From an optimization exercise on the open Yosys and OpenROAD flow, aimed at small area, a short achievable clock period and few clock cycles per item; shortcuts taken in it are not production practice.
RTL that was checked went through simulation tests only; none was proved equivalent to the original.
No functional check of the RTL was part of runs 3 to 7.
Power figures rest on the tool's default switching activity, not on a simulated workload.

==> flow/standard.sh <==
#!/bin/bash
# synth_recipe.tcl (not shown) runs the flow's synth.tcl, then flattens the netlist and writes it again
# the make line also repeats each setting of config.mk as NAME=value (left out here)
make -C /OpenROAD-flow-scripts/flow DESIGN_CONFIG=/design/flow/config.mk WORK_HOME=/design/flow/orfs CLKGATE_MAP_FILE= SYNTH_SCRIPT=/design/flow/synth_recipe.tcl "${@:-finish}"
==> flow/constraint.sdc <==
create_clock -name core_clock -period 4.0 [get_ports {clk}]
set_input_delay 0.8000 -clock core_clock [delete_from_list [all_inputs] [get_ports {clk}]]
set_output_delay 0.8000 -clock core_clock [all_outputs]
set_load 0.01 [all_outputs]
==> flow/flow/abc_map.script <==
&get -n
&st
&dch
&nf
&st
&syn2
&if -g -K 6
&synch2
&nf
&st
&syn2
&if -g -K 6
&synch2
&nf
&st
&syn2
&if -g -K 6
&synch2
&nf
&st
&syn2
&if -g -K 6
&synch2
&nf
&st
&syn2
&if -g -K 6
&synch2
&nf
&put
topo
stime -c
dnsize -c
==> flow/flow/run.sh <==
#!/bin/bash
# ORFS layout with the standard.sh.  Differences from the standard layout:
#  - synthesis maps the logic with flow/abc_map.script (ABC's delay-oriented
#    mapping without its buffering and upsizing passes; sizing is left to the
#    resizer later in the flow).  Registers are mapped exactly as before.
#  - plain buffers on the ports, and the resizer may swap any cell for
#    another of the same function.
set -u
here=$(pwd)
rm -rf "$here/scripts"
cp -r "$FLOW_HOME/scripts" "$here/scripts"
cp "$here/flow/abc_map.script" "$here/scripts/abc_speed.script"
bash standard.sh finish \
  SCRIPTS_DIR="$here/scripts" \
  'BUFFER_PORTS_ARGS=-buffer_cell sky130_fd_sc_hd__buf_2' \
  MATCH_CELL_FOOTPRINT=0 > standard.log 2>&1
==> flow/design.v <==
`timescale 1ns / 1ps
module Final_p(quotient, remainder, done, rowk, columnk, equal, clk, rst);
output [15:0] quotient, remainder;
output done;
input equal, clk, rst;
input [3:0] rowk, columnk;
function [4:0] add5;
	input [4:0] x;
	input [4:0] k;
	integer v;
	begin
		add5 = 5'd0;
		for (v = 0; v < 32; v = v + 1)
			if (x == v)
				add5 = v + k;
	end
endfunction
wire row_ok = (rowk == 4'd1) | (rowk == 4'd2) | (rowk == 4'd4) | (rowk == 4'd8);
wire col_ok = (columnk == 4'd1) | (columnk == 4'd2) | (columnk == 4'd4) | (columnk == 4'd8);
wire kv = row_ok & col_ok;
wire [3:0] d;
assign d[3] = rowk[3] | (rowk[2] & ~columnk[1]) | (rowk[1] & columnk[3]);
assign d[2] = rowk[3] | (rowk[1] & ~columnk[3]) | (rowk[0] & columnk[3]);
assign d[1] = ((rowk[3] | rowk[2]) & (columnk[3] | columnk[2])) |
              ((rowk[1] | rowk[0]) & (columnk[2] | columnk[1]));
assign d[0] = (rowk[3] & (columnk[3] | columnk[1])) | (rowk[2] & (columnk[3] | columnk[0])) |
              ((rowk[1] | rowk[0]) & (columnk[2] | columnk[0]));
reg prev_kv;
wire press = kv & ~prev_kv;
reg [2:0] cnt;		 
reg full;		 
reg [15:0] r;		 
reg [15:0] dv;		 
reg [15:0] q;		 
reg [4:0] p;		 
reg nz;			 
wire dnz = (d != 4'd0);
wire first = (cnt == 3'd4);
wire last = (cnt == 3'd7);
wire nzp = nz & ~first;					 
wire [3:0] nd = d[3] ? d : d[2] ? {d[2:0], 1'b0} : d[1] ? {d[1:0], 2'b0} : {d[0], 3'b0};
wire [4:0] pm1 = add5(p, 5'd31);
wire [4:0] pm2 = add5(p, 5'd30);
wire [4:0] pm3 = add5(p, 5'd29);
wire [4:0] pm4 = add5(p, 5'd28);
wire [4:0] pp1 = add5(p, 5'd1);
wire [4:0] pp2 = add5(p, 5'd2);
wire [4:0] pp3 = add5(p, 5'd3);
wire [4:0] pl = last ? (d[3] ? p : d[2] ? pp1 : d[1] ? pp2 : pp3)
                     : (d[3] ? pm4 : d[2] ? pm3 : d[1] ? pm2 : pm1);
reg [4:0] pa;
always @(*) begin
	case ({cnt[1:0], d[3], d[2], d[1]})
		5'b00100, 5'b00101, 5'b00110, 5'b00111: pa = 5'd12;
		5'b00010, 5'b00011: pa = 5'd11;
		5'b00001: pa = 5'd10;
		5'b00000: pa = 5'd9;
		5'b01100, 5'b01101, 5'b01110, 5'b01111: pa = 5'd8;
		5'b01010, 5'b01011: pa = 5'd7;
		5'b01001: pa = 5'd6;
		5'b01000: pa = 5'd5;
		5'b10100, 5'b10101, 5'b10110, 5'b10111: pa = 5'd4;
		5'b10010, 5'b10011: pa = 5'd3;
		5'b10001: pa = 5'd2;
		5'b10000: pa = 5'd1;
		5'b11100, 5'b11101, 5'b11110, 5'b11111: pa = 5'd0;
		5'b11010, 5'b11011: pa = 5'd31;
		5'b11001: pa = 5'd30;
		default: pa = 5'd29;
	endcase
end
reg [15:0] placed;
integer i, j;
always @(*) begin
	placed = 16'd0;
	for (i = 0; i < 16; i = i + 1)
		for (j = 0; j < 4; j = j + 1)
			if (p == ((i - j) & 31))
				placed[i] = placed[i] | (nzp ? d[j] : nd[j]);
end
wire run = nz & ~p[4];
wire step = full & run;
wire [16:0] diff = {1'b0, r} - {1'b0, dv};
wire ge = ~diff[16];
assign done = equal & full & ~run;
assign quotient = q;
assign remainder = r;
always @(posedge clk or posedge rst) begin
	if (rst) begin
		prev_kv <= 1'b0;
		cnt <= 3'd0;
		full <= 1'b0;
	end
	else begin
		prev_kv <= kv;
		if (press) begin
			cnt <= {cnt[2] ^ (cnt[1] & cnt[0]), cnt[1] ^ cnt[0], ~cnt[0]};
			full <= last;
		end
	end
end
always @(posedge clk) begin
	if (press & ~cnt[2])
		r <= {r[11:0], d};
	else if (step & ge)
		r <= diff[15:0];
	if ((press & cnt[2]) | step)
		dv <= cnt[2] ? ((first ? 16'd0 : dv) | placed) : {1'b0, dv[15:1]};
	if ((press & last) | step)
		q <= cnt[2] ? {16{~(nzp | dnz)}} : {q[14:0], ge};
	if (press) begin
		if (~cnt[2]) begin
			if (cnt[1:0] == 2'd0)
				p <= dnz ? pa : 5'b11100;
			else if (~nz & dnz)
				p <= pa;
			nz <= (nz & (cnt[1:0] != 2'd0)) | dnz;
		end
		else begin
			nz <= nzp | dnz;
			if (nzp)
				p <= last ? p : pm4;
			else if (dnz)
				p <= pl;
		end
	end
	else if (step)
		p <= pm1;
end
endmodule
==> flow/config.mk <==
export PLATFORM = sky130hd
export DESIGN_NAME = Final_p
export DESIGN_NICKNAME = Final_p
export VERILOG_FILES = /design/flow/design.v
export SDC_FILE = /design/flow/constraint.sdc
export NUM_CORES = 4
export LEC_CHECK = 0
export CAP_MARGIN = 20
export CORE_MARGIN = 2
export CORE_UTILIZATION = 40
export SETUP_SLACK_MARGIN = 1.0
export SLEW_MARGIN = 20
==> results of run 1 <==
state kept, by name, indices dropped and copies added (netlist names):
register,cells
full,1
r,16
nz,1
q,16
cnt,3
dv,16
p,5
prev_kv,1
power by group:
group / switching, W / internal (W) / leakage, nW / total (W)
Combinational: 0.000842 / 0.000513 / 1.28 / 0.00136
Sequential: 0.0000738 / 0.000870 / 0.559 / 0.000944
Clock: 0.000269 / 0.000472 / 0.134 / 0.000741
Total: 0.00119 / 0.00186 / 1.97 / 0.00304
what timing repair did:
action	4_1_cts	5_1_grt
gates resized for setup	1	15
setup endpoints to repair	28	48
pin swaps	1	1
cloned	0	1
setup buffers	2	0
endpoints found under the hold margin	0	0
cell usage in the layout (no fill, tap or decap), types with 3 or more instances in the layout:
cell and instances:
nand2_1 57, o21ai_0 57, clkinv_1 54, edfxtp_1 54, buf_2 43, a21oi_1 35, nor2_1 28, ha_1 25
nor3_1 16, a221oi_1 13, nand3_1 13, buf_4 11, a31oi_1 10, o211ai_1 10, xnor2_1 9, clkbuf_16 9
o21a_1 8, a22oi_1 8, a32oi_1 8, nor2b_1 7, a21o_1 7, and2_0 7, nand2b_1 7, or3_1 6
a211oi_1 6, o31ai_1 6, o22ai_1 6, o41ai_1 5, and3_1 5, dfrtp_1 5, a211o_1 4, or4b_1 3
xor2_1 3, o221ai_1 3, a221o_1 3, nor3b_1 3, a21boi_0 3
layout make-up:
type	instances	share of cell area (%)
timing repair buffer	55	5.64
clock inverter	4	0.755
multi-input combinational	434	51.8
sequential	59	31.0
clock buffer	11	4.13
inverter	52	3.46
tap	143	3.17
logic make-up after synthesis:
| family | count (synthesis) |
|---|---|
| xor gates and xnor gates | 12 |
| and+or+nand+nor | 169 |
| muxes | 4 |
| DFF | 59 |
| AOI/OAI and AO/OA | 221 |
| buffers and inverters | 52 |
| adders and majority gates | 27 |
worst reg2reg max path: cells and delay by family, from the launching register on:
| family | cells | cell delay [ns] |
|---|---|---|
| compound gates | 5 | 1.26 |
| fa+ha+maj | 2 | 0.64 |
| buf+inv | 1 | 0.08 |
| flops | 1 | 0.38 |
| simple gates | 1 | 0.18 |
worst paths after layout:
kind,start,endpoint,slack (ns),depth (start not counted)
worst max-delay path,rowk[3],dv[15],1.12,8
worst min-delay path,rst,full,0.32,2
worst max register to register,r[0],r[9],1.17,9
worst min register to register,dv[15],dv[15],0.58,1
max in group asynchronous,rst,cnt[1],3.54,2
min in group core_clock,dv[15],dv[15],0.58,1
layer usage:
metal | share of wire (%) | up-vias | global-route usage (%)
met4 | 2.5 | 0 | 9.02
met3 | 7.6 | 24 | 5.41
met1 | 47 | 2233 | 33.0
met5 | 0 | - | 0
met2 | 43 | 227 | 32.4
li1 | - | 2279 | -
stage by stage:
| stage | hold slack, ns | power, W | cells | util, % |
|---|---|---|---|---|
| 4_1_cts | 0.313 | 0.00302 | 757 | 48.5 |
| 3_3_place_gp | 0.561 | 0.00225 | 740 | 45.9 |
| 3_5_place_dp | 0.567 | 0.00226 | 740 | 45.9 |
| 2_1_floorplan | 0.526 | 0.00188 | 544 | - |
| 6_report | 0.319 | 0.00304 | 758 | 48.9 |
| 5_1_grt | 0.325 | 0.00325 | 758 | 48.9 |
==> run summary, run 1 <==
- Hold WC Path Type: in2async
- Pre-CTS setup slack: 0.633 ns
- Largest net degree at the start of global routing: 48
- Antenna fix cells: 0
- Cell taking the most area after synthesis: edfxtp_1
- Final worst setup slack: approximately 1.1 ns
- Simple-gate share of the synthesized area: 17.4%
- Height of the die: 113 um
- Final worst path period need: 2.88 ns
- Ports: 44
- Worst-path clk slew: about 0.060 ns
- Initial antenna violation count: 0
- Fmax: 348 MHz
- Netlist cell types: 60
- Row cnt: 39
- Crit-path leading delay family: compound AO/OA/AOI/OAI gates
- Reg area: about 1700 um^2
- Slowest-stage cell, CP: mux4_2
- Crit path max fanout: 16
- Crit-path cells: buf_2, o22ai_1, nand2_1, nor3_1, o21ai_0, buf_4, mux4_2, a32o_1
- DIE AREA: 12800 um^2
- Buffers on Ports: 43
- Largest family of logic cells by synthesized area: compound AO/OA/AOI/OAI gates
- Post-synth top area share: 34.0%
- Layout Nets: 649
- Synth Register Bits: 59
- Post-synth EDFFs: 54
- Multiplexer share of the synthesized area: about 1.1%
- DR vias: approximately 4800
- PwrDens: 540 nW/um^2
- Synth Area in Compound Gates: 31.4%
- Num CTS Buffers: 9
- Synth area leaders: edfxtp_1 (34%), ha_1 (6.8%), o21ai_0 (6.2%), nand2_1 (4.6%), clkinv_1 (4.1%)
- Core area: 11500 um^2
- Post-synth top flop: edfxtp_1
- Area share of fa/ha/maj cells after synthesis: just over 7%
- Root Buffer: clkbuf_16
- CTS Buffer Depth: 2
- Slowest cell delay on critical path: 0.45 ns
- Fin crit share: between 70 and 80%
- Mean area per synthesized cell: 8.78 um^2
- Htree depth: 3
- Ys Warns: 1
- Least-Margin Pin Slew: 0.962 ns
- Area growth syn-to-layout: 18.0%
- Slew HR: 35.3%
- LEAKAGE: between 1.5 and 2 nW
- Layout cells sized above 1: a little over an eighth
- Total negative slack: 0 ns
- Syn Nets: 582
- Cell count after synthesis: about 540
- Clock Latency Late Sink: 0.34 ns
- CP Capture Type: flop
- Cell area after synthesis: 4780 um^2
- Fill cells: 1112
- Die width: roughly 110 um
- Sequential area share after synthesis: 36.6%
- Pins Over Slew Limit: 0
- Final hold violations: 0
- Final Setup Violations: 0
- Detailed Route Iter0 Violations: 564
- WL/cell: 18.8 um
- Crit path launch type: primary input
- Placed Area: approximately 5300 um^2
- Vias per inst: 6.28
- Asr flop ratio synth: 8.47%
- Critical path type: in2reg
- Final WL: 14.2 mm
- Final HPWL DP: around 10 mm
- Maxcap violations: 0
- Worst Path Buf+Inv: 2
- Clk_skew: between 0.009 and 0.01 ns
- TritonCTS clock tree: done
- RSZ-0062 raised after global routing: no
- DRT antenna net count: 0
- Clock sink total: 59
- # hold bufs at CTS: 0
- Status: finished clean
- Peak VDD IR: 0.461 mV
- Placer Congestion: 0.943
- CP arrival: 2.97 ns
- Remaining global-route overflow: 0
- XOR/XNOR Fraction of Synth Area: 2.20%
- Post-synth top cells: nand2_1 (59), o21ai_0 (59), edfxtp_1 (54), clkinv_1 (52), a21oi_1 (35)
- Initial Utilization: 41.5%
- # DRC: 0
- First-pass iteration count of the detailed router: 16
- Global Route Usage Sum: between 20% and 30%
- Global-route wire length before repair: 23.0 mm
- Vias in the first global route: 4371
- Multi-input logic area: 2920 um^2
- WP data required: 4.09 ns
- Fin area: about 5600 um^2
Testbench counts, summed over its fixed seeds: cycles 9,363, divisions 1,600.
==> run 2, diff against run 1 <==
--- a/flow/config.mk
+++ b/flow/config.mk
@@ -8,5 +8,5 @@
 export CAP_MARGIN = 20
 export CORE_MARGIN = 2
 export CORE_UTILIZATION = 40
-export SETUP_SLACK_MARGIN = 1.0
+export SETUP_SLACK_MARGIN = 1.5
 export SLEW_MARGIN = 20
==> run 2 against run 1 <==
Against the previous run:
- clock power about the same
- synthesized cell count unchanged
- global-route usage increased by 0.92 points
- synthesized area unchanged
- combinational power increased by 18%
- sequential share of layout area decreased by 3.3 points
- utilization increased by 6.0 points
- clock-buffer cell count decreased by 2
- largest cell class unchanged
==> run summary, run 2 <==
- Status: finished clean
- Height of the die: 113 um (unchanged)
- Root Buffer: clkbuf_16
- Final worst setup slack: 1.42 ns (+0.293 ns)
- Pre-CTS setup slack: 0.848 ns (+0.215 ns)
- Commonest non-fill, non-tap cell in the layout: edfxtp_1
- Largest net degree at the start of global routing: 28 (-42%)
- Final worst path period need: 2.58 ns (-0.293 ns)
- Crit path launch type: primary input
- Global-route wire length before repair: 23.9 mm (+3.6%)
- Antenna fix cells: 0 (unchanged)
- CP Capture Type: flop
- WP data required: 4.06 ns (-0.03 ns)
- Buffers on Ports: 43 (unchanged)
- Cell taking the most area after synthesis: edfxtp_1
- Num CTS Buffers: 9 (unchanged)
- DR vias: 4990 (+4.8%)
- Cell count after synthesis: 544 (unchanged)
- Post-synth top area share: 34.0% (unchanged)
- Final Setup Violations: 0 (unchanged)
- CTS Buffer Depth: 2 (unchanged)
- Total negative slack: 0 ns (unchanged)
- # hold bufs at CTS: 0 (unchanged)
- Layout Nets: 682 (+5.1%)
- Cell area after synthesis: 4780 um^2 (unchanged)
- Asr flop ratio synth: 8.47% (unchanged)
- Post-synth EDFFs: 54 (unchanged)
- Vias in the first global route: 4555 (+4.2%)
- Area growth syn-to-layout: 32.4%
- Row cnt: 39 (unchanged)
- Ports: 44 (unchanged)
- Fmax: 387 MHz (+11%)
- LEAKAGE: 2.24 nW (+14%)
- Final HPWL DP: 10.2 mm (-0.14%)
- DRT antenna net count: 0 (unchanged)
- Peak VDD IR: 0.210 mV (-54%)
- Netlist cell types: 60 (unchanged)
- Critical path type: in2reg
- Most frequent cells in the layout: edfxtp_1 (54), nand2_1 (53), o21ai_0 (51)
- Maxcap violations: 0 (unchanged)
- Initial antenna violation count: 0 (unchanged)
- Detailed Route Iter0 Violations: 482 (-15%)
- Crit path max fanout: 27 (+11)
- Hold WC Path Type: in2async
- Core area: 11500 um^2 (unchanged)
- Worst-path clk slew: 0.06 ns (about the same)
- RSZ-0062 raised after global routing: yes
- Global Route Usage Sum: 23.6% (+0.92 points)
- Syn Nets: 582 (unchanged)
- Pins Over Slew Limit: 0 (unchanged)
- Clk_skew: 0.0112 ns (+0.00191 ns)
- Hold_ws: 0.319 ns (-0.000143 ns)
- CP arrival: 2.65 ns (-0.32 ns)
- Fill cells: 1023 (-8.0%)
- Slew HR: 53.0% (+18 points)
- Mean area per synthesized cell: 8.78 um^2 (unchanged)
- Die width: 113 um (unchanged)
- Remaining global-route overflow: 0 (unchanged)
- DIE AREA: 12800 um^2 (unchanged)
- Post-synth top flop: edfxtp_1
- Placer Congestion: 0.928 (-1.6%)
- WL/cell: 19.1 um (+1.9%)
- Final hold violations: 0 (unchanged)
- Synth Register Bits: 59 (unchanged)
- Clock sink total: 59 (unchanged)
- Ys Warns: 1 (unchanged)
- Final WL: 15.1 mm (+6.5%)
- Initial Utilization: 41.5% (unchanged)
- Layout cells sized above 1: 26.7% (+13 points)
- Post-synth top cells: nand2_1 (59), o21ai_0 (59), edfxtp_1 (54), clkinv_1 (52), a21oi_1 (35)
- TritonCTS clock tree: done
- First-pass iteration count of the detailed router: 16 (unchanged)
- Htree depth: 3 (unchanged)
- Sequential area share after synthesis: 36.6% (unchanged)
- Least-Margin Pin Slew: 0.700 ns (-0.263 ns)
- Synth area leaders: edfxtp_1 (34%), ha_1 (6.8%), o21ai_0 (6.2%), nand2_1 (4.6%), clkinv_1 (4.1%)
- # DRC: 0 (unchanged)
- Clock Latency Late Sink: 0.34 ns (about the same)
- Fin crit share: 64.6% (-7.3 points)
- PwrDens: 521 nW/um^2 (-3.4%)
- Vias per inst: 6.30 (+0.27%)
- Regs by FF count: dv x16, q x16, r x16
## run 2: cell count changes in the layout (fill, tap and decap cells not counted), sizes merged
cell      previous run  this run
inv                  0        11
clkinv              55        45
clkinvlp             0         3
buf                 55        87
clkbuf              11        10
bufinv               1         0
## run 2: per-layer routing
layer | wire length (um) | GRT usage (%) | vias up | part of all wire [%]
li1 | - | - | 2361 | -
met1 | 6660 | 32.2 | 2353 | 44
met2 | 6790 | 35.9 | 234 | 45
met3 | 1090 | 5.41 | 42 | 7.2
met4 | 605 | 10.3 | 0 | 4.0
met5 | 0 | 0 | - | 0
## run 2: what timing repair did
action	4_1_cts	5_1_grt
gates resized for setup	54	38
buffers inserted	13	24
endpoints found under the hold margin	0	0
gates cloned	1	0
endpoints found under the setup margin	94	56
pin swaps	13	10
## run 2: layout make-up
| type | instances | area (um^2) | share of cell area [%] |
|---|---|---|---|
| Multi-Input combinational cell | 434 | 3320 | 52.5 |
| Sequential cell | 59 | 1750 | 27.7 |
| Timing Repair Buffer | 88 | 591 | 9.34 |
| Clock buffer | 9 | 225 | 3.56 |
| Inverter | 52 | 199 | 3.15 |
| Tap cell | 143 | 179 | 2.83 |
| Clock inverter | 7 | 58.8 | 0.930 |
## run 2: through the flow
| stage | cell area, um^2 | util, % | total power [W] | cells |
|---|---|---|---|---|
| 2_1_floorplan | 4900 | - | 0.00190 | 544 |
| 3_3_place_gp | 5360 | 46.5 | 0.00226 | 738 |
| 3_5_place_dp | 5360 | 46.5 | 0.00227 | 738 |
| 4_1_cts | 5980 | 51.9 | 0.00318 | 768 |
| 5_1_grt | 6320 | 54.9 | 0.00350 | 792 |
| 6_report | 6320 | 54.9 | 0.00330 | 792 |
## run 2: cell families after synthesis
| kind of cell | after synthesis | synth area share (%) |
|---|---|---|
| compound gates | 221 | 31.4 |
| simple gates | 169 | 17.4 |
| flops | 59 | 36.6 |
| buf+inv | 52 | 4.09 |
| fa+ha+maj | 27 | 7.23 |
| xor+xnor | 12 | 2.20 |
| mux | 4 | 1.10 |
## run 2: power breakdown
group	switching (W)	internal, W
clock network	0.000311	0.000428
logic	0.000951	0.000660
registers	0.0000764	0.000870
## run 2: critical path, cell delays in order
cell      delay (ns)
buf_2           0.17
nor4b_1         0.16
a211oi_1        0.51
a311oi_4        0.13
and2_4          0.29
o41a_4          0.58
## run 2: path summary, 6_finish.rpt
check / from / to / slack, ns / depth (start not counted)
min: rst / prev_kv / 0.32 / 2
max in group asynchronous: rst / cnt[1] / 3.53 / 2
max reg2reg: dv[0] / r[3] / 1.48 / 8
min reg2reg: full / full / 0.58 / 2
max: rowk[1] / r[3] / 1.42 / 6
min in group core_clock: full / full / 0.58 / 2
==> run 3, diff against run 2 <==
--- a/flow/design.v
+++ b/flow/design.v
@@ -1,4 +1,5 @@
 `timescale 1ns / 1ps
+`default_nettype none
 module Final_p(quotient, remainder, done, rowk, columnk, equal, clk, rst);
 output [15:0] quotient, remainder;
 output done;
@@ -43,11 +44,7 @@
 wire [4:0] pm2 = add5(p, 5'd30);
 wire [4:0] pm3 = add5(p, 5'd29);
 wire [4:0] pm4 = add5(p, 5'd28);
-wire [4:0] pp1 = add5(p, 5'd1);
-wire [4:0] pp2 = add5(p, 5'd2);
-wire [4:0] pp3 = add5(p, 5'd3);
-wire [4:0] pl = last ? (d[3] ? p : d[2] ? pp1 : d[1] ? pp2 : pp3)
-                     : (d[3] ? pm4 : d[2] ? pm3 : d[1] ? pm2 : pm1);
+wire [4:0] pl = d[3] ? pm4 : d[2] ? pm3 : d[1] ? pm2 : pm1;
 reg [4:0] pa;
 always @(*) begin
 	case ({cnt[1:0], d[3], d[2], d[1]})
@@ -69,20 +66,32 @@
 		default: pa = 5'd29;
 	endcase
 end
-reg [15:0] placed;
-integer i, j;
-always @(*) begin
-	placed = 16'd0;
-	for (i = 0; i < 16; i = i + 1)
-		for (j = 0; j < 4; j = j + 1)
-			if (p == ((i - j) & 31))
-				placed[i] = placed[i] | (nzp ? d[j] : nd[j]);
-end
-wire run = nz & ~p[4];
-wire step = full & run;
+wire [3:0] val = nzp ? d : nd;
+wire [6:0] t = {3'b000, val} << p[1:0];
+wire [4:0] nib;				 
+assign nib[0] = (p[4:2] == 3'b111);
+assign nib[1] = (p[4:2] == 3'b000);
+assign nib[2] = (p[4:2] == 3'b001);
+assign nib[3] = (p[4:2] == 3'b010);
+assign nib[4] = (p[4:2] == 3'b011);
+wire [15:0] placed;
+genvar gi;
+generate
+	for (gi = 0; gi < 16; gi = gi + 1) begin : pl_bits
+		if (gi % 4 == 3) begin : hi
+			assign placed[gi] = nib[gi / 4 + 1] & t[3];
+		end
+		else begin : lo
+			assign placed[gi] = (nib[gi / 4 + 1] & t[gi % 4]) | (nib[gi / 4] & t[gi % 4 + 4]);
+		end
+	end
+endgenerate
+wire run = ~((p[4:2] == 3'b011) | (p[4:2] == 3'b100) | (p[4:2] == 3'b101) | (p[4:2] == 3'b110));
+reg busy;
+wire step = full & busy & run;
 wire [16:0] diff = {1'b0, r} - {1'b0, dv};
 wire ge = ~diff[16];
-assign done = equal & full & ~run;
+assign done = equal & full & ~busy;
 assign quotient = q;
 assign remainder = r;
 always @(posedge clk or posedge rst) begin
@@ -106,8 +115,12 @@
 		r <= diff[15:0];
 	if ((press & cnt[2]) | step)
 		dv <= cnt[2] ? ((first ? 16'd0 : dv) | placed) : {1'b0, dv[15:1]};
-	if ((press & last) | step)
-		q <= cnt[2] ? {16{~(nzp | dnz)}} : {q[14:0], ge};
+	if (cnt[2] | step | (full & ~nz))
+		q <= cnt[2] ? 16'd0 : nz ? {q[14:0], ge} : 16'hFFFF;
+	if (press & last)
+		busy <= nzp | dnz;
+	else if (full)
+		busy <= busy & run & (p != 5'b11100);
 	if (press) begin
 		if (~cnt[2]) begin
 			if (cnt[1:0] == 2'd0)
@@ -119,7 +132,7 @@
 		else begin
 			nz <= nzp | dnz;
 			if (nzp)
-				p <= last ? p : pm4;
+				p <= pm4;
 			else if (dnz)
 				p <= pl;
 		end
@@ -128,3 +141,4 @@
 		p <= pm1;
 end
 endmodule
+`default_nettype wire
==> flow/flow/run.sh (replaced) <==
#!/bin/bash
# Standard ORFS layout, with plain buffers on the ports and the resizer free to
# swap any cell for another of the same function.
set -u
bash standard.sh finish \
  'BUFFER_PORTS_ARGS=-buffer_cell sky130_fd_sc_hd__buf_1' \
  MATCH_CELL_FOOTPRINT=0 > standard.log 2>&1
--- a/flow/config.mk
+++ b/flow/config.mk
@@ -8,5 +8,8 @@
 export CAP_MARGIN = 20
 export CORE_MARGIN = 2
 export CORE_UTILIZATION = 40
-export SETUP_SLACK_MARGIN = 1.5
+export CTS_BUF_LIST = sky130_fd_sc_hd__clkbuf_8
+export CTS_CLUSTER_DIAMETER = 200
+export CTS_CLUSTER_SIZE = 40
+export SETUP_SLACK_MARGIN = 1.2
 export SLEW_MARGIN = 20
removed: flow/flow/abc_map.script
==> run 3 against run 2 <==
Against the previous run:
- still clean on timing, DRC and antenna
- clock skew is essentially flat
- clock-buffer cell count is the same
- sequential power increased by 9.9%
- final cell count fell by 15%
- fmax down 5.9%
- non-clock buffer count decreased by 34
- die area fell by 6.9%
- synthesized area down 7.2%
- critical path type is now reg2reg
- largest cell class unchanged
==> run summary, run 3 <==
- First-pass iteration count of the detailed router: 5 (-11)
- Simple-gate share of the synthesized area: 14.2% (-3.2 points)
- LEAKAGE: 1.88 nW (-16%)
- XOR/XNOR Fraction of Synth Area: 2.96% (+0.76 points)
- Largest net degree at the start of global routing: 34 (+21%)
- DRT antenna net count: 0 (unchanged)
- RSZ-0062 raised after global routing: yes
- Final hold violations: 0 (unchanged)
- Initial Utilization: 40.9% (-0.57 points)
- Global-route wire length before repair: 17.9 mm (-25%)
- Pwr Total: 0.00287 W (-13%)
- Remaining global-route overflow: 0 (unchanged)
- Pre-CTS setup slack: 0.847 ns (-0.00103 ns)
- # hold bufs at CTS: 0 (unchanged)
- Final WL: 11.4 mm (-25%)
- Initial antenna violation count: 0 (unchanged)
- Largest family of logic cells by synthesized area: compound AO/OA/AOI/OAI gates
- Clock Power Share: 20.7% (-1.7 points)
- Synth Register Bits: 60 (+1.7%)
- Worst-path clk slew: 0.07 ns (about the same)
- Die width: 109 um (-3.5%)
- Regs by FF count: dv x16, q x16, r x16
- Final worst path period need: 2.74 ns (+0.162 ns)
- WL/cell: 17.0 um (-11%)
- Critical path type: reg2reg
- Hold_ws: 0.319 ns (-0.000161 ns)
- # DRC: 0 (unchanged)
- Root Buffer: clkbuf_8
- Multiplexer share of the synthesized area: 1.69% (+0.59 points)
- Crit path launch type: flop
- Post-synth top area share: 37.2% (+3.3 points)
- DR vias: 3874 (-22%)
- Synth area leaders: edfxtp_1 (37%), ha_1 (7.1%), o21ai_0 (5.6%), a21oi_1 (5.1%), o21a_1 (3.7%)
- Peak VDD IR: 0.242 mV (+15%)
- Antenna fix cells: 0 (unchanged)
- Hold WC Path Type: in2async
- Most frequent cells in the layout: edfxtp_1 (55), o21ai_0 (47), a21oi_1 (45)
- Final Setup Violations: 0 (unchanged)
- Placer Congestion: 0.906 (-2.4%)
- Fmax: 364 MHz (-5.9%)
- PwrDens: 572 nW/um^2 (+9.8%)
- Most common cell in the netlist: edfxtp_1
- Asr flop ratio synth: 8.33% (-0.14 points)
- Combinational power share: 43.0% (-5.9 points)
- Internal power: 0.00176 W (-10%)
- Row cnt: 38 (-2.6%)
- Layout Nets: 562 (-18%)
- Detailed Route Iter0 Violations: 273 (-43%)
- Num CTS Buffers: 9 (unchanged)
- CP arrival: 2.82 ns (+0.17 ns)
- Synth Area in Compound Gates: 27.6% (-3.8 points)
- Area growth syn-to-layout: 13.2%
- Reg power frac: 36.3% (+7.6 points)
- Least-Margin Pin Slew: 0.622 ns (-0.0775 ns)
- TritonCTS clock tree: done
- WP data required: 4.07 ns (about the same)
- Switching Fraction: 38.7% (-1.9 points)
- Final worst setup slack: 1.26 ns (-0.162 ns)
- Vias in the first global route: 3579 (-21%)
- Maxcap violations: 0 (unchanged)
- Final HPWL DP: 8.13 mm (-20%)
- Slew HR: 58.2% (+5.2 points)
- Total negative slack: 0 ns (unchanged)
- Global Route Usage Sum: 19.6% (-4.0 points)
- Cell taking the most area after synthesis: edfxtp_1
- Syn Nets: 526 (-9.6%)
- Post-synth top cells: edfxtp_1 (55), o21ai_0 (50), a21oi_1 (45), inv_1 (33), nand2_1 (32)
- Commonest non-fill, non-tap cell in the layout: edfxtp_1
- Cell count after synthesis: 489 (-10%)
- Htree depth: 3 (unchanged)
- Cell area after synthesis: 4430 um^2 (-7.2%)
- Post-synth top flop: edfxtp_1
- Height of the die: 109 um (-3.5%)
- Mean area per synthesized cell: 9.07 um^2 (+3.3%)
- Crit path max fanout: 6 (-78%)
- Layout cells sized above 1: 9.06% (-18 points)
- Post-synth EDFFs: 55 (+1.9%)
- Clk_skew: 0.0111 ns (-0.000135 ns)
- Status: finished clean
- Pins Over Slew Limit: 0 (unchanged)
- Ys Warns: 1 (unchanged)
- Switch Pwr: 0.00111 W (-17%)
- Fin crit share: 68.6% (+4.1 points)
- Vias per inst: 5.78 (-8.2%)
- Clock sink total: 60 (+1.7%)
- CP Capture Type: flop
- Sequential area share after synthesis: 40.1% (+3.5 points)
- DIE AREA: 11900 um^2 (-6.9%)
- Ports: 44 (unchanged)
- CTS Buffer Depth: 2 (unchanged)
- Core area: 10800 um^2 (-5.9%)
- Buffers on Ports: 43 (unchanged)
- Netlist cell types: 58 (-3.3%)
- Reg2reg start: dv[0]
- CP Launch Point: dv[0]
- Area share of fa/ha/maj cells after synthesis: 7.51% (+0.27 points)
- Clock Latency Late Sink: 0.35 ns (about the same)
==> run 3: cell families (layout without fill, tap and decap cells) <==
logic type                 Yosys count  count (layout)
AOI/OAI and AO/OA                  193             193
xor gates and xnor gates            15              15
adders and majority gates           26              26
buffers and inverters               63             104
DFF                                 60              60
muxes                                7               7
and+or+nand+nor                    125             125
==> run 3: through the flow <==
stage	util (%)	instances	instance area [um^2]
2_1_floorplan	-	489	4450
3_3_place_gp	43.2	647	4680
3_5_place_dp	43.2	647	4680
4_1_cts	46.0	668	4990
5_1_grt	46.3	670	5020
6_report	46.3	670	5020
==> run 3: routing by layer <==
layer | global-route usage (%) | up-vias | routed length [um]
met5 | 0 | - | 0
met4 | 9.22 | 0 | 393
met3 | 4.51 | 25 | 518
met2 | 32.2 | 117 | 5420
met1 | 24.3 | 1831 | 5070
li1 | - | 1901 | -
==> run 3: final timing paths <==
path	end	slack, ns	cells after the start
setup / recovery	r[11]	1.26	10
hold reg to reg	q[8]	0.55	1
setup reg to reg	r[11]	1.26	10
min in group core_clock	q[8]	0.55	1
max in group asynchronous	full	3.49	2
hold / removal	prev_kv	0.32	2
==> run 3: critical path, stage by stage (launching register included) <==
cell	delay, ns
edfxtp_1	0.40
ha_2	0.21
fa_2	0.35
nor2b_1	0.13
o21a_1	0.17
o21ai_2	0.08
a211o_1	0.30
a211oi_2	0.21
o22ai_2	0.15
o21ai_4	0.27
clkbuf_16	0.21
==> run 3: layout make-up <==
class / count / area, um^2
inverter: 34 / 128
clock buffer: 9 / 124
clock inverter: 7 / 83.8
timing repair buffer: 54 / 279
tap: 140 / 175
fill: 1064 / 5820
sequential: 60 / 1780
multi-input combinational: 366 / 2450
==> run 3: power by group through the flow <==
stage          logic (W)  registers (W)  clock network (W)
5_1_grt          0.00138        0.00106           0.000632
2_1_floorplan   0.000828        0.00107                  0
3_3_place_gp     0.00114        0.00105                  0
6_report         0.00124        0.00104           0.000595
4_1_cts          0.00121        0.00104           0.000609
3_5_place_dp     0.00116        0.00106                  0
==> run 3: timing repair <==
| item | in CTS | in global routing |
|---|---|---|
| pin swaps | 3 | 5 |
| gates cloned | 1 | 0 |
| gates resized for setup | 8 | 8 |
| setup endpoints to repair | 32 | 49 |
| buffers inserted | 4 | 2 |
==> run 4, diff against run 3 <==
--- a/flow/config.mk
+++ b/flow/config.mk
@@ -11,5 +11,5 @@
 export CTS_BUF_LIST = sky130_fd_sc_hd__clkbuf_8
 export CTS_CLUSTER_DIAMETER = 200
 export CTS_CLUSTER_SIZE = 40
-export SETUP_SLACK_MARGIN = 1.2
+export SETUP_SLACK_MARGIN = 1.5
 export SLEW_MARGIN = 20
==> run 4 against run 3 <==
Against the previous run:
- still clean
- first-iteration DRC count increased by 23%
- sequential power about the same
- final cell count increased by 1.8%
- utilization increased by 1.8 points
==> run summary, run 4 <==
- Cell count after synthesis: 489 (unchanged)
- Cell area after synthesis: 4430 um^2 (unchanged)
- Sequential area share after synthesis: 40.1% (unchanged)
- Post-synth top area share: 37.2% (unchanged)
- Final Setup Violations: 0 (unchanged)
- Regs by FF count: dv x16, q x16, r x16
- Vias per inst: 5.91 (+2.2%)
- Final HPWL DP: 8.71 mm (+7.2%)
- Clk_skew: 0.00494 ns (-0.00617 ns)
- Htree depth: 3 (unchanged)
- Peak VDD IR: 0.234 mV (-3.3%)
- Initial Utilization: 40.9% (unchanged)
- Cell taking the most area after synthesis: edfxtp_1
- RSZ-0062 raised after global routing: yes
- Post-synth EDFFs: 55 (unchanged)
- Vias in the first global route: 3769 (+5.3%)
- DIE AREA: 11900 um^2 (unchanged)
- # hold bufs at CTS: 0 (unchanged)
- Buffers on Ports: 43 (unchanged)
- WL/cell: 17.8 um (+4.8%)
- First-pass iteration count of the detailed router: 7 (+2)
- Row cnt: 38 (unchanged)
- Reg power frac: 37.5% (+1.2 points)
- Largest family of logic cells by synthesized area: compound AO/OA/AOI/OAI gates
- Clock sink total: 60 (unchanged)
- Layout Nets: 574 (+2.1%)
- Num CTS Buffers: 9 (unchanged)
- Switching Fraction: 41.0% (+2.3 points)
- Simple-gate share of the synthesized area: 14.2% (unchanged)
- Internal power: 0.00169 W (-4.3%)
- R2R cell count: 10 (unchanged)
- Root Buffer: clkbuf_8
- Die width: 109 um (unchanged)
- Final hold violations: 0 (unchanged)
- Asr flop ratio synth: 8.33% (unchanged)
- PwrDens: 548 nW/um^2 (-4.3%)
- Placed Area: 4790 um^2 (+2.4%)
- Least-Margin Pin Slew: 0.819 ns (+0.197 ns)
- Global Route Usage Sum: 21.0% (+1.4 points)
- Core area: 10800 um^2 (unchanged)
- Ports: 44 (unchanged)
- Clock Latency Late Sink: 0.34 ns (about the same)
- Final worst path period need: 2.68 ns (-0.0618 ns)
- Fmax: 373 MHz (+2.3%)
- Fin area: 5220 um^2 (+3.9%)
- Final core occ: 48.1% (+1.8 points)
- Area share of fa/ha/maj cells after synthesis: 7.51% (unchanged)
- Crit path max fanout: 16 (+10)
- Placer Congestion: 0.885 (-2.3%)
- Initial antenna violation count: 0 (unchanged)
- Critical path type: reg2reg
- CP arrival: 2.74 ns (-0.08 ns)
- Mean area per synthesized cell: 9.07 um^2 (unchanged)
- CP Capture Type: flop
- # DRC: 0 (unchanged)
- WP data required: 4.06 ns (about the same)
- Total negative slack: 0 ns (unchanged)
- CTS Buffer Depth: 2 (unchanged)
- Fin crit share: 67.1% (-1.5 points)
- Final WL: 12.2 mm (+6.7%)
- Clock Power Share: 16.1% (-4.6 points)
- Global-route wire length before repair: 19.4 mm (+8.4%)
- Worst-path clk slew: 0.07 ns (about the same)
- Layout cells sized above 1: 17.2% (+8.1 points)
- Multiplexer share of the synthesized area: 1.69% (unchanged)
- DR vias: 4031 (+4.1%)
- Pins Over Slew Limit: 0 (unchanged)
- Detailed Route Iter0 Violations: 336 (+23%)
- DRT antenna net count: 0 (unchanged)
- Netlist cell types: 58 (unchanged)
- Synth Register Bits: 60 (unchanged)
- Syn Nets: 526 (unchanged)
- Status: finished clean
- LEAKAGE: 1.97 nW (+4.5%)
- Area growth syn-to-layout: 17.7%
- Remaining global-route overflow: 0 (unchanged)
- Commonest non-fill, non-tap cell in the layout: edfxtp_1
- Maxcap violations: 0 (unchanged)
- Post-synth top cells: edfxtp_1 (55), o21ai_0 (50), a21oi_1 (45), inv_1 (33), nand2_1 (32)
- TritonCTS clock tree: done
- Post-synth top flop: edfxtp_1
- Most common cell in the netlist: edfxtp_1
- Switch Pwr: 0.00117 W (+5.5%)
- Hold WC Path Type: in2async
- Crit path launch type: flop
- XOR/XNOR Fraction of Synth Area: 2.96% (unchanged)
- Largest net degree at the start of global routing: 35 (+2.9%)
- Ys Warns: 1 (unchanged)
- Synth area leaders: edfxtp_1 (37%), ha_1 (7.1%), o21ai_0 (5.6%), a21oi_1 (5.1%), o21a_1 (3.7%)
- Combinational power share: 46.3% (+3.3 points)
- Slew HR: 45.0% (-13 points)
- Most frequent cells in the layout: edfxtp_1 (55), o21ai_0 (43), a21oi_1 (41)
- Antenna fix cells: 0 (unchanged)
- Height of the die: 109 um (unchanged)
- Synth Area in Compound Gates: 27.6% (unchanged)
run 4: cell counts after synthesis:
No cell type changed its count.
run 4: cell families (layout without fill, tap and decap cells):
logic type                 after synthesis  after routing
buffers and inverters                   63            116
muxes                                    7              7
DFF                                     60             60
adders and majority gates               26             26
and+or+nand+nor                        125            125
AOI/OAI and AO/OA                      193            193
xor gates and xnor gates                15             15
run 4: worst paths after layout:
kind | to | slack (ns) | from
max in group asynchronous | cnt[2] | 3.45 | rst
min in group core_clock | q[7] | 0.55 | q[6]
hold / removal | prev_kv | 0.34 | rst
hold reg to reg | q[7] | 0.55 | q[6]
setup / recovery | r[5] | 1.32 | dv[0]
setup reg to reg | r[5] | 1.32 | dv[0]
run 4: area by class of cell:
class                   instances  area, um^2
repair buffers                 66         369
well taps                     140         175
multi-input cells             366        2610
fillers                      1037        5620
flip-flops and latches         60        1780
clock buffers                   9         124
inverters                      34         128
clock inverters                 7        35.0
run 4: worst max-delay path: stages, from the launching register on:
cell	delay (ns)
edfxtp_1	0.42
ha_2	0.21
fa_2	0.36
nor2b_1	0.12
o21a_1	0.19
o21ai_2	0.09
a211o_1	0.32
a211oi_2	0.22
o22ai_2	0.14
o21ai_4	0.16
buf_12	0.17
run 4: per-layer routing:
| metal | track usage [%] | vias to the layer above | wire length, um |
|---|---|---|---|
| met4 | 8.41 | 0 | 239 |
| met3 | 3.68 | 17 | 622 |
| met2 | 33.9 | 133 | 5790 |
| met1 | 28.0 | 1957 | 5520 |
| met5 | 0 | - | 0 |
| li1 | - | 1924 | - |
run 4: repair_timing:
| item | in CTS | in global routing |
|---|---|---|
| gates resized for setup | 16 | 30 |
| cloned | 0 | 0 |
| endpoints found under the setup margin | 62 | 61 |
| pin swaps | 2 | 6 |
| setup buffers | 4 | 12 |
run 4: power groups by stage:
stage / sequential, W / clock, W / combinational, W
final: 0.00107 / 0.000462 / 0.00132
after global routing: 0.00109 / 0.000498 / 0.00146
after CTS: 0.00107 / 0.000473 / 0.00124
after detailed placement: 0.00108 / 0 / 0.00120
after global placement: 0.00108 / 0 / 0.00118
after floorplan: 0.00107 / 0 / 0.000866
run 4: through the flow:
step / std cells / setup slack [ns] / total power (W) / hold slack, ns
global route: 682 / 1.23 / 0.00305 / 0.356
CTS: 670 / 1.29 / 0.00278 / 0.340
global placement: 650 / 0.912 / 0.00226 / 0.527
floorplan: 489 / 1.39 / 0.00194 / 0.541
finish: 682 / 1.32 / 0.00286 / 0.336
detailed placement: 650 / 0.864 / 0.00229 / 0.535
==> run 5, diff against run 4 <==
--- a/flow/config.mk
+++ b/flow/config.mk
@@ -11,5 +11,5 @@
 export CTS_BUF_LIST = sky130_fd_sc_hd__clkbuf_8
 export CTS_CLUSTER_DIAMETER = 200
 export CTS_CLUSTER_SIZE = 40
-export SETUP_SLACK_MARGIN = 1.5
+export SETUP_SLACK_MARGIN = 1.8
 export SLEW_MARGIN = 20
==> run 5 against run 4 <==
Against the previous run:
- setup slack lost 0.038 ns
- final cell count grew 7.0%
- fmax shrank 1.4%
- clock power grew 2%
- die area is the same
- sequential share of layout area shrank 4.7 points
- largest power group unchanged
- final area grew 16%
- synthesized area is the same
- global-route usage grew 0.18 points
==> run summary, run 5 <==
- Global-route wire length before repair: 19.4 mm (unchanged)
- WL/cell: 18.1 um (+1.3%)
- Post-synth top area share: 37.2% (unchanged)
- Remaining global-route overflow: 0 (unchanged)
- Antenna fix cells: 0 (unchanged)
- Total negative slack: 0 ns (unchanged)
- First-pass iteration count of the detailed router: 4 (-3)
- Critical path type: reg2reg
- DR vias: 4227 (+4.9%)
- Hold WC Path Type: in2async
- Post-synth top cells: edfxtp_1 (55), o21ai_0 (50), a21oi_1 (45), inv_1 (33), nand2_1 (32)
- Commonest non-fill, non-tap cell in the layout: buf_4
- Clock Latency Late Sink: 0.36 ns (+0.02 ns)
- CP Capture Type: flop
- Vias per inst: 5.79 (-2.0%)
- Global Route Usage Sum: 21.2% (+0.18 points)
- DR WL met3: 695 um (+12%)
- Least-Margin Pin Slew: 0.675 ns (-0.144 ns)
- Syn Nets: 526 (unchanged)
- Synth Register Bits: 60 (unchanged)
- Final worst path period need: 2.72 ns (+0.0382 ns)
- Core area: 10800 um^2 (unchanged)
- Area growth syn-to-layout: 36.7%
- Crit-path cells: ha_2, fa_2, nor2b_1, o21a_1, o21ai_2, a211o_1, a211oi_2, o22ai_2, o21ai_4, clkbuf_16
- Post-synth EDFFs: 55 (unchanged)
- RSZ-0062 raised after global routing: yes
- Pwr Total: 0.00314 W (+9.7%)
- Final hold violations: 0 (unchanged)
- Crit path max fanout: 8 (-8)
- Crit path launch type: flop
- Status: finished clean
- Asr flop ratio synth: 8.33% (unchanged)
- Row cnt: 38 (unchanged)
- LEAKAGE: 2.34 nW (+19%)
- Mean area per synthesized cell: 9.07 um^2 (unchanged)
- Initial antenna violation count: 0 (unchanged)
- M1 WL: 5.41 mm (-2.0%)
- Fin crit share: 68.0% (+0.96 points)
- Clk_skew: 0.0134 ns (+0.00851 ns)
- Pins Over Slew Limit: 0 (unchanged)
- Buffers on Ports: 43 (unchanged)
- Most common cell in the netlist: edfxtp_1
- Ports: 44 (unchanged)
- Peak VDD IR: 0.207 mV (-11%)
- Top Metal Used: met4
- # DRC: 0 (unchanged)
- Detailed Route Iter0 Violations: 283 (-16%)
- Netlist cell types: 58 (unchanged)
- R2r setup slk: 1.28 ns (-0.04 ns)
- WL met2: 6.68 mm (+15%)
- Final WL: 13.2 mm (+8.4%)
- Cell count after synthesis: 489 (unchanged)
- # hold bufs at CTS: 0 (unchanged)
- Maxcap violations: 0 (unchanged)
- TritonCTS clock tree: done
- Final Setup Violations: 0 (unchanged)
- DRT antenna net count: 0 (unchanged)
- Worst-path clk slew: 0.08 ns (about the same)
- PwrDens: 517 nW/um^2 (-5.6%)
- Sequential area share after synthesis: 40.1% (unchanged)
- Slew HR: 54.6% (+9.6 points)
- Cell area after synthesis: 4430 um^2 (unchanged)
- Synth area leaders: edfxtp_1 (37%), ha_1 (7.1%), o21ai_0 (5.6%), a21oi_1 (5.1%), o21a_1 (3.7%)
- Final HPWL DP: 8.36 mm (-4.1%)
- Placer Congestion: 0.867 (-2.1%)
- CP arrival: 2.79 ns (+0.05 ns)
- CTS Buffer Depth: 2 (unchanged)
- Post-synth top flop: edfxtp_1
- Fmax: 367 MHz (-1.4%)
- Crit-path leading delay family: compound AO/OA/AOI/OAI gates
- Initial Utilization: 40.9% (unchanged)
- Layout cells sized above 1: 32.7% (+16 points)
- WP data required: 4.07 ns (about the same)
- Hold_ws: 0.320 ns (-0.0154 ns)
- Height of the die: 109 um (unchanged)
- Worst Path Buf+Inv: 1 (unchanged)
- Slowest cell delay on critical path: 0.41 ns (about the same)
- Vias in the first global route: 3946 (+4.7%)
- DIE AREA: 11900 um^2 (unchanged)
- Root Buffer: clkbuf_8
- Ys Warns: 1 (unchanged)
- Clock sink total: 60 (unchanged)
- Layout Nets: 622 (+8.4%)
- Htree depth: 3 (unchanged)
- Largest net degree at the start of global routing: 22 (-37%)
- Cell taking the most area after synthesis: edfxtp_1
- Slowest-stage cell, CP: edfxtp_1
- Die width: 109 um (unchanged)
- Most frequent cells in the layout: buf_4 (60), edfxtp_1 (55), a21oi_1 (39)
- Num CTS Buffers: 9 (unchanged)
- Regs by FF count: dv x16, q x16, r x16
-- run 5: kinds of logic (layout without fill, tap and decap cells) --
logic type	after synthesis	after routing	share of synthesized area, %
muxes	7	7	1.69
DFF	60	60	40.1
buffers and inverters	63	164	5.95
and+or+nand+nor	125	125	14.2
adders and majority gates	26	26	7.51
xor gates and xnor gates	15	15	2.96
AOI/OAI and AO/OA	193	193	27.6
-- run 5: power breakdown --
group / internal, W / total [W] / switching [W]
Combinational: 0.000701 / 0.00161 / 0.000906
Clock: 0.000216 / 0.000472 / 0.000256
Sequential: 0.000947 / 0.00106 / 0.000110
Total: 0.00186 / 0.00314 / 0.00127
-- run 5: cell type report --
class	count	area (um^2)
clock buffers	9	124
clock inverters	7	35.0
fillers	937	4780
inverters	34	128
multi-input cells	366	2980
flip-flops and latches	60	1780
well taps	140	175
repair buffers	114	837
-- run 5: path summary, 6_finish.rpt --
check | from | to | cells after the start
min in group core_clock | q[4] | q[5] | 1
hold / removal | rst | prev_kv | 2
max in group asynchronous | rst | cnt[2] | 2
setup reg to reg | dv[0] | r[11] | 10
setup / recovery | dv[0] | r[11] | 10
hold reg to reg | q[4] | q[5] | 1
-- run 5: metrics by stage --
stage | util, % | cell area (um^2) | std cells | worst slack (ns)
finish | 55.9 | 6060 | 730 | 1.28
floorplan | - | 4590 | 489 | 1.39
global route | 55.9 | 6060 | 730 | 1.18
global placement | 44.6 | 4830 | 651 | 0.945
CTS | 50.7 | 5490 | 700 | 1.31
detailed placement | 44.6 | 4830 | 651 | 0.950
-- run 5: routing by layer --
layer	GRT usage (%)	vias to the layer above
met3	4.86	35
met4	10.4	0
met5	0	-
met1	26.0	2028
li1	-	2025
met2	35.0	139
-- run 5: timing repair --
item | 4_1_cts | 5_1_grt
setup endpoints to repair | 94 | 92
buffers inserted | 31 | 30
pin swaps | 13 | 21
cloned | 2 | 0
resized for setup | 65 | 93
-- run 5: worst reg2reg max path: cells and delay by family, from the launching register on --
family	cells	cell delay, ns
adders and majority gates	2	0.54
DFF	1	0.41
AOI/OAI and AO/OA	6	1.14
buffers and inverters	1	0.20
and+or+nand+nor	1	0.13
==> run 6, diff against run 5 <==
--- a/flow/config.mk
+++ b/flow/config.mk
@@ -7,9 +7,10 @@
 export LEC_CHECK = 0
 export CAP_MARGIN = 20
 export CORE_MARGIN = 2
-export CORE_UTILIZATION = 40
+export CORE_UTILIZATION = 65
 export CTS_BUF_LIST = sky130_fd_sc_hd__clkbuf_8
 export CTS_CLUSTER_DIAMETER = 200
 export CTS_CLUSTER_SIZE = 40
-export SETUP_SLACK_MARGIN = 1.8
+export PLACE_DENSITY = 0.8
+export SETUP_SLACK_MARGIN = 1.3
 export SLEW_MARGIN = 20
==> run 6 against run 5 <==
Against the previous run:
- still clean on timing, DRC and antenna
- synthesized area did not move
- wire length fell by 16%
- die area fell by 37%
- clock-buffer cell count did not move
- largest power group unchanged
==> run summary, run 6 <==
- Crit-path cells: ha_2, fa_2, nor2b_1, o21a_1, o21ai_2, a211o_1, a211oi_2, o22ai_2, o21ai_4, clkbuf_16
- Initial antenna violation count: 0 (unchanged)
- Simple-gate share of the synthesized area: 14.2% (unchanged)
- Total negative slack: 0 ns (unchanged)
- Post-synth EDFFs: 55 (unchanged)
- Row cnt: 30 (-21%)
- WP data required: 4.07 ns (about the same)
- DRT antenna net count: 0 (unchanged)
- Synth area leaders: edfxtp_1 (37%), ha_1 (7.1%), o21ai_0 (5.6%), a21oi_1 (5.1%), o21a_1 (3.7%)
- Pre-CTS setup slack: 0.827 ns (-0.123 ns)
- Buffers on Ports: 43 (unchanged)
- Layout cells sized above 1: 10.9% (-22 points)
- LEAKAGE: 1.90 nW (-19%)
- Die width: 86.6 um (-21%)
- Peak VDD IR: 0.333 mV (+61%)
- CP arrival: 2.88 ns (+0.09 ns)
- RSZ-0062 raised after global routing: yes
- Cell taking the most area after synthesis: edfxtp_1
- Final hold violations: 0 (unchanged)
- Ports: 44 (unchanged)
- First-pass iteration count of the detailed router: 6 (+2)
- Clock sink total: 60 (unchanged)
- Crit path max fanout: 8 (unchanged)
- TritonCTS clock tree: done
- R2R cell count: 10 (unchanged)
- Clock Latency Late Sink: 0.35 ns (about the same)
- Num CTS Buffers: 9 (unchanged)
- Asr flop ratio synth: 8.33% (unchanged)
- Multiplexer share of the synthesized area: 1.69% (unchanged)
- Regs by FF count: dv x16, q x16, r x16
- Final worst setup slack: 1.19 ns (-0.0884 ns)
- R2r setup slk: 1.19 ns (-0.09 ns)
- Vias in the first global route: 3652 (-7.5%)
- Final Setup Violations: 0 (unchanged)
- # DRC: 0 (unchanged)
- Critical path type: reg2reg
- Syn Nets: 526 (unchanged)
- WL/cell: 18.1 um (+0.36%)
- Status: finished clean
- Reg2reg start: dv[0]
- Cell count after synthesis: 489 (unchanged)
- Global Route Usage Sum: 29.9% (+8.8 points)
- Sequential area share after synthesis: 40.1% (unchanged)
- Initial Utilization: 66.4% (+25 points)
- Vias per inst: 6.51 (+12%)
- Height of the die: 86.6 um (-21%)
- CP Capture Type: flop
- Detailed Route Iter0 Violations: 305 (+7.8%)
- Remaining global-route overflow: 0 (unchanged)
- Netlist cell types: 58 (unchanged)
- XOR/XNOR Fraction of Synth Area: 2.96% (unchanged)
- Most common cell in the netlist: edfxtp_1
- Largest net degree at the start of global routing: 34 (+55%)
- Fin area: 4970 um^2 (-18%)
- Crit path launch type: flop
- Mean area per synthesized cell: 9.07 um^2 (unchanged)
- # hold bufs at CTS: 0 (unchanged)
- CTS Buffer Depth: 2 (unchanged)
- Root Buffer: clkbuf_8
- Least-Margin Pin Slew: 0.614 ns (-0.0614 ns)
- Synth Register Bits: 60 (unchanged)
- Clk_skew: 0.0170 ns (+0.00358 ns)
- Layout Nets: 564 (-9.3%)
- Htree depth: 3 (unchanged)
- Largest family of logic cells by synthesized area: compound AO/OA/AOI/OAI gates
- Placed Area: 4620 um^2 (-4.3%)
- Ys Warns: 1 (unchanged)
- Most frequent cells in the layout: edfxtp_1 (55), o21ai_0 (47), a21oi_1 (45)
- Final worst path period need: 2.81 ns (+0.0884 ns)
- Worst Path Buf+Inv: 1 (unchanged)
- Final core occ: 74.4% (+19 points)
- Commonest non-fill, non-tap cell in the layout: edfxtp_1
- Antenna fix cells: 0 (unchanged)
- Area share of fa/ha/maj cells after synthesis: 7.51% (unchanged)
- Crit-path leading delay family: compound AO/OA/AOI/OAI gates
- Fmax: 356 MHz (-3.1%)
- Final WL: 11.1 mm (-16%)
- Worst-path clk slew: 0.08 ns (about the same)
- Global-route wire length before repair: 17.4 mm (-10%)
- Slowest cell delay on critical path: 0.42 ns (about the same)
- Slew HR: 58.8% (+4.2 points)
- DR vias: 3985 (-5.7%)
- Post-synth top area share: 37.2% (unchanged)
- Core area: 6680 um^2 (-38%)
- Pins Over Slew Limit: 0 (unchanged)
- Final HPWL DP: 7.68 mm (-8.1%)
- Pwr Total: 0.00286 W (-8.8%)
- Post-synth top cells: edfxtp_1 (55), o21ai_0 (50), a21oi_1 (45), inv_1 (33), nand2_1 (32)
- Placer Congestion: 0.919 (+6.0%)
- Cell area after synthesis: 4430 um^2 (unchanged)
- RR Endpoint: r[3]
- Area growth syn-to-layout: 12.1%
- Hold WC Path Type: in2async
- Synth Area in Compound Gates: 27.6% (unchanged)
- Maxcap violations: 0 (unchanged)
- PwrDens: 575 nW/um^2 (+11%)
- Slowest-stage cell, CP: edfxtp_1
- Post-synth top flop: edfxtp_1
- Fin crit share: 70.2% (+2.2 points)
- DIE AREA: 7500 um^2 (-37%)
==> run 6: cell type report <==
class                      instances  area, um^2
multi-input combinational        366        2480
sequential                        60        1780
fill                             489        1710
timing repair buffer              56         292
inverter                          34         128
clock buffer                       9         124
tap                               80         100
clock inverter                     7        75.1
==> run 6: worst max path at each step <==
stage / start / endpoint / slack [ns] / depth (start not counted)
floorplan: r[0] / r[0] / 1.31 / 10
global placement: rowk[3] / dv[5] / 0.91 / 8
detailed placement: rowk[3] / dv[4] / 0.83 / 8
CTS: dv[0] / r[4] / 1.24 / 10
global route: dv[0] / r[12] / 1.14 / 10
finish: dv[0] / r[3] / 1.19 / 10
==> run 6: report_power, final <==
part / total, W / internal, W / switching (W)
Combinational: 0.00124 / 0.000481 / 0.000755
Sequential: 0.00106 / 0.000946 / 0.000114
Clock: 0.000562 / 0.000292 / 0.000271
Total: 0.00286 / 0.00172 / 0.00114
==> run 6: through the flow <==
step,hold WS (ns),instances
finish,0.329,612
detailed placement,0.537,587
floorplan,0.541,489
global placement,0.525,587
CTS,0.327,609
global route,0.343,612
==> run 6: layer usage <==
| metal | routed length [um] | vias to the layer above | global-route usage, % |
|---|---|---|---|
| met3 | 740 | 35 | 5.33 |
| met1 | 4540 | 1863 | 38.9 |
| met5 | 0 | - | 0 |
| met2 | 5470 | 184 | 49.0 |
| li1 | - | 1903 | - |
| met4 | 358 | 0 | 13.5 |
==> run 6: cell families after synthesis <==
group,after synthesis
mux,7
compound gates,193
xor+xnor,15
flops,60
simple gates,125
buf+inv,63
fa+ha+maj,26
==> run 6: repair_timing <==
action	CTS	global route
resized for setup	6	11
buffers inserted	5	3
pin swaps	3	0
hold endpoints to repair	0	0
setup endpoints to repair	48	59
cloned	1	0
==> run 7, diff against run 6 <==
--- a/flow/config.mk
+++ b/flow/config.mk
@@ -12,5 +12,5 @@
 export CTS_CLUSTER_DIAMETER = 200
 export CTS_CLUSTER_SIZE = 40
 export PLACE_DENSITY = 0.8
-export SETUP_SLACK_MARGIN = 1.3
+export SETUP_SLACK_MARGIN = 1.2
 export SLEW_MARGIN = 20
==> run 7 against run 6 <==
Against the previous run:
- final cell count is 0.33% lower
- setup slack gained 0.039 ns
- total power fell by 1.5%
- clock skew decreased by 0.0083 ns
- first-iteration DRC count rose by 24%
- utilization fell by 0.64 points
- clock power shrank 1%
- wire length fell by 2.5%
- hold slack better by 0.026 ns
- non-clock buffer count fell by 2
- critical path type unchanged
- critical endpoint is now r[6]
- largest cell class unchanged
==> run summary, run 7 <==
- Status: finished clean
- Synth area leaders: edfxtp_1 (37%), ha_1 (7.1%), o21ai_0 (5.6%), a21oi_1 (5.1%), o21a_1 (3.7%)
- Buffers on Ports: 43 (unchanged)
- Largest net degree at the start of global routing: 35 (+2.9%)
- Internal power: 0.00170 W (-0.91%)
- Layout cells sized above 1: 9.62% (-1.3 points)
- CTS Buffer Depth: 2 (unchanged)
- Most common cell in the netlist: edfxtp_1
- LEAKAGE: 1.87 nW (-1.3%)
- Maxcap violations: 0 (unchanged)
- Fmax: 361 MHz (+1.4%)
- Clk_skew: 0.00875 ns (-0.00828 ns)
- Netlist cell types: 58 (unchanged)
- Critical path type: reg2reg
- TritonCTS clock tree: done
- Largest family of logic cells by synthesized area: compound AO/OA/AOI/OAI gates
- # hold bufs at CTS: 0 (unchanged)
- Initial Utilization: 66.4% (unchanged)
- Die width: 86.6 um (unchanged)
- First-pass iteration count of the detailed router: 6 (unchanged)
- Synth Register Bits: 60 (unchanged)
- WP data required: 4.07 ns (about the same)
- Hold WC Path Type: in2async
- Fin area: 4930 um^2 (-0.86%)
- Placer Congestion: 0.881 (-4.1%)
- PwrDens: 571 nW/um^2 (-0.66%)
- # DRC: 0 (unchanged)
- Least-Margin Pin Slew: 0.615 ns (+0.000814 ns)
- Peak VDD IR: 0.228 mV (-32%)
- Switch Pwr: 0.00111 W (-2.4%)
- Asr flop ratio synth: 8.33% (unchanged)
- Most frequent cells in the layout: edfxtp_1 (55), o21ai_0 (48), a21oi_1 (45)
- Clock Power Share: 19.7% (about the same)
- Cell taking the most area after synthesis: edfxtp_1
- Multi-input logic area: 2450 um^2 (-1.1%)
- Pins Over Slew Limit: 0 (unchanged)
- Final hold violations: 0 (unchanged)
- WL/cell: 17.7 um (-2.2%)
- Detailed Route Iter0 Violations: 379 (+24%)
- RSZ-0062 raised after global routing: yes
- Synth Area in Compound Gates: 27.6% (unchanged)
- Final HPWL DP: 7.69 mm (about the same)
- Num CTS Buffers: 9 (unchanged)
- Clock sink total: 60 (unchanged)
- Post-synth top cells: edfxtp_1 (55), o21ai_0 (50), a21oi_1 (45), inv_1 (33), nand2_1 (32)
- Reg area: 1780 um^2 (unchanged)
- Remaining global-route overflow: 0 (unchanged)
- CP arrival: 2.84 ns (-0.04 ns)
- Antenna fix cells: 0 (unchanged)
- Crit path max fanout: 8 (unchanged)
- Ports: 44 (unchanged)
- Layout Nets: 562 (-0.35%)
- DIE AREA: 7500 um^2 (unchanged)
- Crit path launch type: flop
- Core area: 6680 um^2 (unchanged)
- Post-synth EDFFs: 55 (unchanged)
- Htree depth: 3 (unchanged)
- Final worst path period need: 2.77 ns (-0.0389 ns)
- Row cnt: 30 (unchanged)
- DRT antenna net count: 0 (unchanged)
- Total negative slack: 0 ns (unchanged)
- Area growth syn-to-layout: 11.2%
- Switching Fraction: 39.5% (-0.37 points)
- Root Buffer: clkbuf_8
- DR vias: 3991 (+0.15%)
- Initial antenna violation count: 0 (unchanged)
- Global-route wire length before repair: 16.9 mm (-3.0%)
- Vias in the first global route: 3559 (-2.5%)
- Sequential area share after synthesis: 40.1% (unchanged)
- Global Route Usage Sum: 28.8% (-1.1 points)
- Final WL: 10.8 mm (-2.5%)
- Post-synth top flop: edfxtp_1
- Simple-gate share of the synthesized area: 14.2% (unchanged)
- Syn Nets: 526 (unchanged)
- Reg power frac: 37.4% (+0.3 points)
- Combinational power share: 42.9% (-0.4 points)
- XOR/XNOR Fraction of Synth Area: 2.96% (unchanged)
- Fin crit share: 69.3% (-0.97 points)
- CP Capture Type: flop
- Final Setup Violations: 0 (unchanged)
- Ys Warns: 1 (unchanged)
- Post-synth top area share: 37.2% (unchanged)
- Cell area after synthesis: 4430 um^2 (unchanged)
- Height of the die: 86.6 um (unchanged)
- Area share of fa/ha/maj cells after synthesis: 7.51% (unchanged)
- Regs by FF count: dv x16, q x16, r x16
- Mean area per synthesized cell: 9.07 um^2 (unchanged)
- Cell count after synthesis: 489 (unchanged)
- Slew HR: 57.9% (-0.91 points)
- Fill cells: 514 (+5.1%)
- Commonest non-fill, non-tap cell in the layout: edfxtp_1
- Clock Latency Late Sink: 0.34 ns (about the same)
- Multiplexer share of the synthesized area: 1.69% (unchanged)
- Worst-path clk slew: 0.07 ns (about the same)
- Placed Area: 4600 um^2 (-0.54%)
- Vias per inst: 6.54 (+0.48%)
-- run 7: what timing repair did --
action | CTS | global route
endpoints found under the setup margin | 31 | 60
resized for setup | 5 | 9
setup buffers | 4 | 3
gates cloned | 1 | 0
pin swaps | 4 | 1
-- run 7: cells by family (layout without fill, tap and decap cells) --
family          Yosys count  in the layout
compound gates          193            193
xor+xnor                 15             15
buf+inv                  63            104
simple gates            125            125
fa+ha+maj                26             26
flops                    60             60
mux                       7              7
-- run 7: critical path: stages (launching register included) --
cell,delay [ns]
edfxtp_1,0.40
ha_2,0.20
fa_2,0.34
nor2b_1,0.12
o21a_1,0.18
o21ai_2,0.08
a211o_1,0.34
a211oi_2,0.25
o22ai_2,0.14
o21ai_4,0.24
clkbuf_16,0.20
-- run 7: layout make-up --
| type | count | share of cell area (%) |
|---|---|---|
| Inverter | 34 | 2.59 |
| Clock buffer | 9 | 2.51 |
| Clock inverter | 7 | 1.52 |
| Timing Repair Buffer | 54 | 5.58 |
| Sequential cell | 60 | 36.0 |
| Multi-Input combinational cell | 366 | 49.7 |
| Tap cell | 80 | 2.03 |
-- run 7: stage by stage --
step	worst slack (ns)	util, %	total power [W]	std cells	hold slack, ns
after floorplan	1.24	-	0.00190	489	0.541
after global placement	0.941	68.8	0.00216	586	0.526
after detailed placement	0.864	68.8	0.00220	586	0.540
after CTS	1.21	73.1	0.00278	607	0.361
after global routing	1.12	73.8	0.00298	610	0.377
final	1.23	73.8	0.00281	610	0.355
-- run 7: metal layers --
| layer | GRT usage (%) | vias up | part of all wire (%) |
|---|---|---|---|
| li1 | - | 1896 | - |
| met5 | 0 | - | 0 |
| met2 | 49.0 | 195 | 50 |
| met3 | 4.86 | 26 | 7.6 |
| met1 | 36.4 | 1874 | 40 |
| met4 | 12.4 | 0 | 2.5 |
-- run 7: final timing paths --
kind                            start       to  slack [ns]  cells after the start
worst min register to register  q[10]    q[11]        0.55                      1
worst max register to register  dv[0]     r[6]        1.23                     10
max in group asynchronous         rst  prev_kv        3.41                      2
worst min-delay path              rst   cnt[2]        0.36                      2
min in group core_clock         q[10]    q[11]        0.55                      1
worst max-delay path            dv[0]     r[6]        1.23                     10
-- run 7: power groups by stage --
stage | registers [W] | clock network [W] | logic (W)
floorplan | 0.00107 | 0 | 0.000828
global placement | 0.00106 | 0 | 0.00110
detailed placement | 0.00107 | 0 | 0.00113
CTS | 0.00105 | 0.000557 | 0.00117
global route | 0.00107 | 0.000585 | 0.00133
finish | 0.00105 | 0.000554 | 0.00121

==> separate check: timing with driven ports <==
How much do the figures lean on ideal ports? The routed layouts below were timed once more, with nothing changed but the port constraints.
Step 1 (the two cells are an assumption about what drives the block):
set clk [get_ports {clk}]
set_driving_cell -lib_cell sky130_fd_sc_hd__clkbuf_16 $clk
set_driving_cell -lib_cell sky130_fd_sc_hd__buf_2 [delete_from_list [all_inputs] $clk]
Step 2 adds t to the input delays and takes it off the output delays; t is the mean of the earliest and latest rising clock arrival at the registers after step 1. Input paths then give back, and output paths get back, about the clock's delay inside the block.
Three values: no drivers, after step 1, after step 2; two values: the first two.
run	t (ns)	setup WS [ns]	worst setup path after step 2	worst register clock-pin slew, ns
run 1	0.376	1.124 / 1.144 / 0.768	input to register	0.06 / 0.06
run 2	0.376	1.418 / 1.441 / 1.066	input to register	0.06 / 0.06
run 3	0.377	1.255 / 1.255 / 1.054	input to register	0.07 / 0.07
run 4	0.376	1.317 / 1.317 / 1.205	input to register	0.07 / 0.07
run 5	0.386	1.279 / 1.279 / 1.279	register to register	0.08 / 0.08
run 6	0.377	1.190 / 1.190 / 1.114	input to register	0.08 / 0.08
run 7	0.369	1.229 / 1.229 / 0.970	input to register	0.07 / 0.07
After both steps every run listed still meets setup and hold. The setup slack of run 1, which loses most, moves by +0.020 ns with the drivers and by -0.356 ns with both steps.
